Source: an optimization exercise on an open RTL-to-GDS flow (aim: small area and a short achievable clock period). Production flows keep margins and buffers that such runs may drop. RTL that was checked went through simulation tests only; none was proved equivalent to the original. No activity file was given, so power comes from the tool's default toggle rates.

Design TopModule, start of the top module:
module TopModule (
    input clk,
    input [31:0] global_data,
    input [7:0] global_control,
    input [11:0] global_control2,
    input [31:0] global_filter,
    output [63:0] global_output
);
Settings: LEC_CHECK=0, CAP_MARGIN=20, CORE_MARGIN=2, CORE_UTILIZATION=40, SETUP_SLACK_MARGIN=4.2, SLEW_MARGIN=20; clock period 7.0 ns.
run.sh (not shown) runs the stock make flow with config.mk's settings and CLKGATE_MAP_FILE= SYNTH_SCRIPT=/design/flow/synth_recipe.tcl, a recipe that flattens the netlist after the stock synthesis.
==> next run, changes <==
SETUP_SLACK_MARGIN = 4.5   (was 4.2)
What happened: Area after synthesis stays the same; clock power is about the same; design area is higher by 2.9%; total power came out higher by 1.7%; global-route usage grows by 1.2 points; sequential share of layout area goes down by 0.97 points; cell count is higher by 1.4%; wire length is higher by 6.8%; die area does not change.
No functional check of the RTL was part of any run of this note.

* * *

ember:
The RTL this note starts from:
==> flow/design.v <==
`timescale 1ns / 1ps
module mul_csa (
    input  [7:0] A,
    input  [9:1] A3,
    input  [7:0] B,
    output [15:0] s,
    output [14:0] t
);
    wire [9:0] a1 = {2'b0, A};
    wire [9:0] a2 = {1'b0, A, 1'b0};
    wire [9:0] p0, p1, p2, p3;
    wire [1:0] d0 = B[1:0];
    assign p0 = ({10{d0 == 2'd1}} & a1) | ({10{d0 == 2'd2}} & a2) |
                ({10{d0 == 2'd3}} & {A3, A[0]});
    wire [1:0] d1 = B[3:2];
    assign p1 = ({10{d1 == 2'd1}} & a1) | ({10{d1 == 2'd2}} & a2) |
                ({10{d1 == 2'd3}} & {A3, A[0]});
    wire [1:0] d2 = B[5:4];
    assign p2 = ({10{d2 == 2'd1}} & a1) | ({10{d2 == 2'd2}} & a2) |
                ({10{d2 == 2'd3}} & {A3, A[0]});
    wire [1:0] d3 = B[7:6];
    assign p3 = ({10{d3 == 2'd1}} & a1) | ({10{d3 == 2'd2}} & a2) |
                ({10{d3 == 2'd3}} & {A3, A[0]});
    wire hs0 = p0[6] ^ p1[4];
    wire hc0 = p0[6] & p1[4];
    wire fs0 = p0[7] ^ p1[5] ^ p2[3];
    wire fc0 = (p0[7] & p1[5]) | (p0[7] & p2[3]) | (p1[5] & p2[3]);
    wire fs1 = p0[8] ^ p1[6] ^ p2[4];
    wire fc1 = (p0[8] & p1[6]) | (p0[8] & p2[4]) | (p1[6] & p2[4]);
    wire fs2 = p0[9] ^ p1[7] ^ p2[5];
    wire fc2 = (p0[9] & p1[7]) | (p0[9] & p2[5]) | (p1[7] & p2[5]);
    wire hs1 = p1[8] ^ p2[6];
    wire hc1 = p1[8] & p2[6];
    wire hs2 = p1[9] ^ p2[7];
    wire hc2 = p1[9] & p2[7];
    wire hs3 = p0[4] ^ p1[2];
    wire hc3 = p0[4] & p1[2];
    wire fs3 = p0[5] ^ p1[3] ^ p2[1];
    wire fc3 = (p0[5] & p1[3]) | (p0[5] & p2[1]) | (p1[3] & p2[1]);
    wire fs4 = p2[2] ^ p3[0] ^ hs0;
    wire fc4 = (p2[2] & p3[0]) | (p2[2] & hs0) | (p3[0] & hs0);
    wire fs5 = p3[1] ^ hc0 ^ fs0;
    wire fc5 = (p3[1] & hc0) | (p3[1] & fs0) | (hc0 & fs0);
    wire fs6 = p3[2] ^ fc0 ^ fs1;
    wire fc6 = (p3[2] & fc0) | (p3[2] & fs1) | (fc0 & fs1);
    wire fs7 = p3[3] ^ fc1 ^ fs2;
    wire fc7 = (p3[3] & fc1) | (p3[3] & fs2) | (fc1 & fs2);
    wire fs8 = p3[4] ^ hs1 ^ fc2;
    wire fc8 = (p3[4] & hs1) | (p3[4] & fc2) | (hs1 & fc2);
    wire fs9 = p3[5] ^ hc1 ^ hs2;
    wire fc9 = (p3[5] & hc1) | (p3[5] & hs2) | (hc1 & hs2);
    wire fs10 = p2[8] ^ p3[6] ^ hc2;
    wire fc10 = (p2[8] & p3[6]) | (p2[8] & hc2) | (p3[6] & hc2);
    wire hs4 = p2[9] ^ p3[7];
    wire hc4 = p2[9] & p3[7];
    assign s[0] = p0[0];
    assign s[1] = p0[1];
    assign s[2] = p0[2];
    assign s[3] = p0[3];
    assign s[4] = p2[0];
    assign s[5] = hc3;
    assign s[6] = fc3;
    assign s[7] = fc4;
    assign s[8] = fc5;
    assign s[9] = fc6;
    assign s[10] = fc7;
    assign s[11] = fs9;
    assign s[12] = fs10;
    assign s[13] = hs4;
    assign s[14] = p3[8];
    assign s[15] = p3[9];
    assign t[0] = 1'b0;
    assign t[1] = 1'b0;
    assign t[2] = p1[0];
    assign t[3] = p1[1];
    assign t[4] = hs3;
    assign t[5] = fs3;
    assign t[6] = fs4;
    assign t[7] = fs5;
    assign t[8] = fs6;
    assign t[9] = fs7;
    assign t[10] = fs8;
    assign t[11] = fc8;
    assign t[12] = fc9;
    assign t[13] = fc10;
    assign t[14] = hc4;
endmodule
module pe (
    input clk,
    input [2:0] a,
    input [1:0] r,
    input [7:0] in1,
    input [7:0] filter,
    output reg [15:0] pe_out
);
    reg [7:0] A, B;
    reg [9:1] A3;      
    reg [15:0] cs;
    reg [14:4] ct;
    reg cc;
    wire [15:0] ms;
    wire [14:0] mt;
    mul_csa mul (.A(A), .A3(A3), .B(B), .s(ms), .t(mt));
    reg [15:0] xs;
    reg [14:0] xt;
    always @(*) begin
        case (a)
            3'b000: begin xs = {{(16-8){1'b0}}, A};  xt = {{(15-8){1'b0}}, B}; end
            3'b001: begin xs = ms;                     xt = mt; end
            3'b010: begin xs = {{(16-8){1'b0}}, A & B}; xt = 0; end
            3'b011: begin xs = {{(16-8){1'b0}}, A | B}; xt = 0; end
            3'b100: begin xs = {{(16-8){1'b0}}, ~A}; xt = 0; end
            default: begin xs = {{(16-8){1'b0}}, ~B}; xt = 0; end
        endcase
    end
    wire [4:0] lo_mul = ms[3:0] + mt[3:0];
    wire [4:0] lo_add = A[3:0] + B[3:0];
    wire [4:0] lo = (a == 3'b001) ? lo_mul : (a == 3'b000) ? lo_add : {1'b0, xs[3:0]};
    wire [15:4] hi = cs[15:4] + ct + cc;
    always @(posedge clk) begin
        if (r == 2'b00) begin
            A <= in1;
            A3 <= in1[7:1] + in1;
            B <= filter;
        end
        if (r == 2'b01)
            pe_out <= {hi, cs[3:0]};
        if (~(a[2] & a[1])) begin
            cs <= {xs[15:4], lo[3:0]};
            ct <= xt[14:4];
            cc <= lo[4];
        end
    end
endmodule
module TopModule (
    input clk,
    input [31:0] global_data,
    input [7:0] global_control,
    input [11:0] global_control2,
    input [31:0] global_filter,
    output [63:0] global_output
);
    genvar i;
    generate
        for (i = 0; i < 4; i = i + 1) begin : PE_INST
            pe pe_inst (
                .clk(clk),
                .a(global_control2[3*i +: 3]),
                .r(global_control[2*i +: 2]),
                .in1(global_data[8*i +: 8]),
                .filter(global_filter[8*i +: 8]),
                .pe_out(global_output[16*i +: 16])
            );
        end
    endgenerate
endmodule
Settings: LEC_CHECK=0, CAP_MARGIN=20, CORE_MARGIN=2, CORE_UTILIZATION=60, CTS_CLUSTER_DIAMETER=150, CTS_CLUSTER_SIZE=28, SETUP_SLACK_MARGIN=4.5, SLEW_MARGIN=20; clock period 7.0 ns.
standard.sh (not shown) runs the stock make flow with config.mk's settings and CLKGATE_MAP_FILE= SYNTH_SCRIPT=/design/flow/synth_recipe.tcl, a recipe that flattens the netlist after the stock synthesis.
==> flow/flow/run.sh <==
#!/bin/bash
# Standard synthesis, then the standard layout steps, with the port buffers
# started as sky130_fd_sc_hd__buf_2 (timing repair resizes them as needed).
set -euo pipefail
bash standard.sh synth > synth_make.log 2>&1
export BUFFER_PORTS_ARGS="-buffer_cell sky130_fd_sc_hd__buf_2"
bash standard.sh finish > finish_make.log 2>&1
ember: done, clean on timing, DRC and antenna
Modified inputs, raven compared to ember
# ember
export LEC_CHECK = 0
export CAP_MARGIN = 20
export CORE_MARGIN = 2
export CORE_UTILIZATION = 60
export CTS_CLUSTER_DIAMETER = 150
export CTS_CLUSTER_SIZE = 28
export SETUP_SLACK_MARGIN = 4.5
export SLEW_MARGIN = 20
create_clock -name core_clock -period 7.0 [get_ports {clk}]
# raven
export LEC_CHECK = 0
export CAP_MARGIN = 20
export CORE_MARGIN = 2
export CORE_UTILIZATION = 60
export CTS_CLUSTER_DIAMETER = 150
export CTS_CLUSTER_SIZE = 28
export SETUP_SLACK_MARGIN = 4.4
export SLEW_MARGIN = 20
create_clock -name core_clock -period 7.0 [get_ports {clk}]
==> flow/flow/run.sh <==
#!/bin/bash
# Standard synthesis, then the standard layout steps, with the port buffers
# started as sky130_fd_sc_hd__buf_1 (timing repair resizes them as needed).
set -euo pipefail
bash standard.sh synth > synth_make.log 2>&1
export BUFFER_PORTS_ARGS="-buffer_cell sky130_fd_sc_hd__buf_1"
bash standard.sh finish > finish_make.log 2>&1
Notes after the runs:
- raven vs ember: arrival time at the worst endpoint up in raven
- raven gives less final critical-path setup slack than ember did.
- | fraction of met3 tracks used by global routing | raven vs ember | 0.44 points lower |
- Global-route usage | raven below ember
- Comparing raven against ember, there is no change at all in die area.
- Compared with ember, via count in raven decreased slightly.
- Against ember, raven comes in about 0.7% lower on clock power.
[inputs] cedar vs raven
# raven
export LEC_CHECK = 0
export CAP_MARGIN = 20
export CORE_MARGIN = 2
export CORE_UTILIZATION = 60
export CTS_CLUSTER_DIAMETER = 150
export CTS_CLUSTER_SIZE = 28
export SETUP_SLACK_MARGIN = 4.4
export SLEW_MARGIN = 20
create_clock -name core_clock -period 7.0 [get_ports {clk}]
# cedar
export LEC_CHECK = 0
export CAP_MARGIN = 20
export CORE_MARGIN = 2
export CORE_UTILIZATION = 60
export CTS_CLUSTER_DIAMETER = 150
export CTS_CLUSTER_SIZE = 28
export SETUP_SLACK_MARGIN = 4.4
export SLEW_MARGIN = 20
export TNS_END_PERCENT = 20
create_clock -name core_clock -period 7.0 [get_ports {clk}]
--- outcome ---
cedar: done, clean on timing, DRC and antenna. Setup slack in cedar is smaller than in raven. Higher number of filler instances in the final layout goes to cedar over raven. Relative to raven, the via count measured on cedar has decreased slightly.
## Diff of input files: tundra against cedar
# cedar
export LEC_CHECK = 0
export CAP_MARGIN = 20
export CORE_MARGIN = 2
export CORE_UTILIZATION = 60
export CTS_CLUSTER_DIAMETER = 150
export CTS_CLUSTER_SIZE = 28
export SETUP_SLACK_MARGIN = 4.4
export SLEW_MARGIN = 20
export TNS_END_PERCENT = 20
create_clock -name core_clock -period 7.0 [get_ports {clk}]
# tundra
export LEC_CHECK = 0
export CAP_MARGIN = 20
export CORE_MARGIN = 2
export CORE_UTILIZATION = 60
export CTS_CLUSTER_DIAMETER = 150
export CTS_CLUSTER_SIZE = 28
export SETUP_SLACK_MARGIN = 4.5
export SLEW_MARGIN = 20
create_clock -name core_clock -period 7.0 [get_ports {clk}]
==> flow/run.sh (new file) <==
#!/bin/bash
# synth_recipe.tcl (not shown) runs the flow's synth.tcl, then flattens the netlist and writes it again
# the make line also repeats each setting of config.mk as NAME=value (left out here)
make -C /OpenROAD-flow-scripts/flow DESIGN_CONFIG=/design/flow/config.mk WORK_HOME=/design/flow/orfs CLKGATE_MAP_FILE= SYNTH_SCRIPT=/design/flow/synth_recipe.tcl finish
removed: flow/flow/run.sh
removed: flow/standard.sh
Results
Pre-CTS worst setup slack (higher): cedar
tundra: number of logic stages on the critical path including buffering is 6 lower than what cedar reported.
In the flow results for cedar and tundra, the tightest slew margin relative to the limit is larger on tundra.
Setup WNS cedar -> tundra: better
Going from cedar to tundra, global-route wire length before repair went up 7.7%, post-route clock period utilization went down 1.4 points, number of instances in the placed design went down about 0.3%, total buffers and inverters traversed by the critical path went up 1.

==> static timing again, ports no longer ideal <==
How much do the figures lean on ideal ports? The routed layouts below were timed once more, with nothing changed but the port constraints.
Step 1, drivers: a clkbuf_16 drives clk and a buf_2 each remaining input, both assumed.
Step 2 adds t to the input delays and takes it off the output delays; t is the mean of the earliest and latest rising clock arrival at the registers after step 1. Input paths then give back, and output paths get back, about the clock's delay inside the block.
Slacks: no drivers / after step 1 / after step 2; pairs: no drivers / after step 1.
run	t, ns	setup WS [ns]	worst data-port slew with drivers (ns)
the first run of note 1	0.610	4.073 / 4.073 / 3.682	0.07
the second run of note 1	0.617	4.078 / 4.078 / 3.932	0.06
ember	0.544	4.449 / 4.415 / 3.945	0.11
raven	0.540	4.439 / 4.434 / 3.944	0.06
cedar	0.544	4.368 / 4.368 / 3.848	0.07
tundra	0.540	4.469 / 4.416 / 4.002	0.10
After both steps setup and hold are still met in every run listed. For cedar, which loses most, drivers alone change the setup slack by 0.000 ns; drivers and shift together by -0.520 ns.
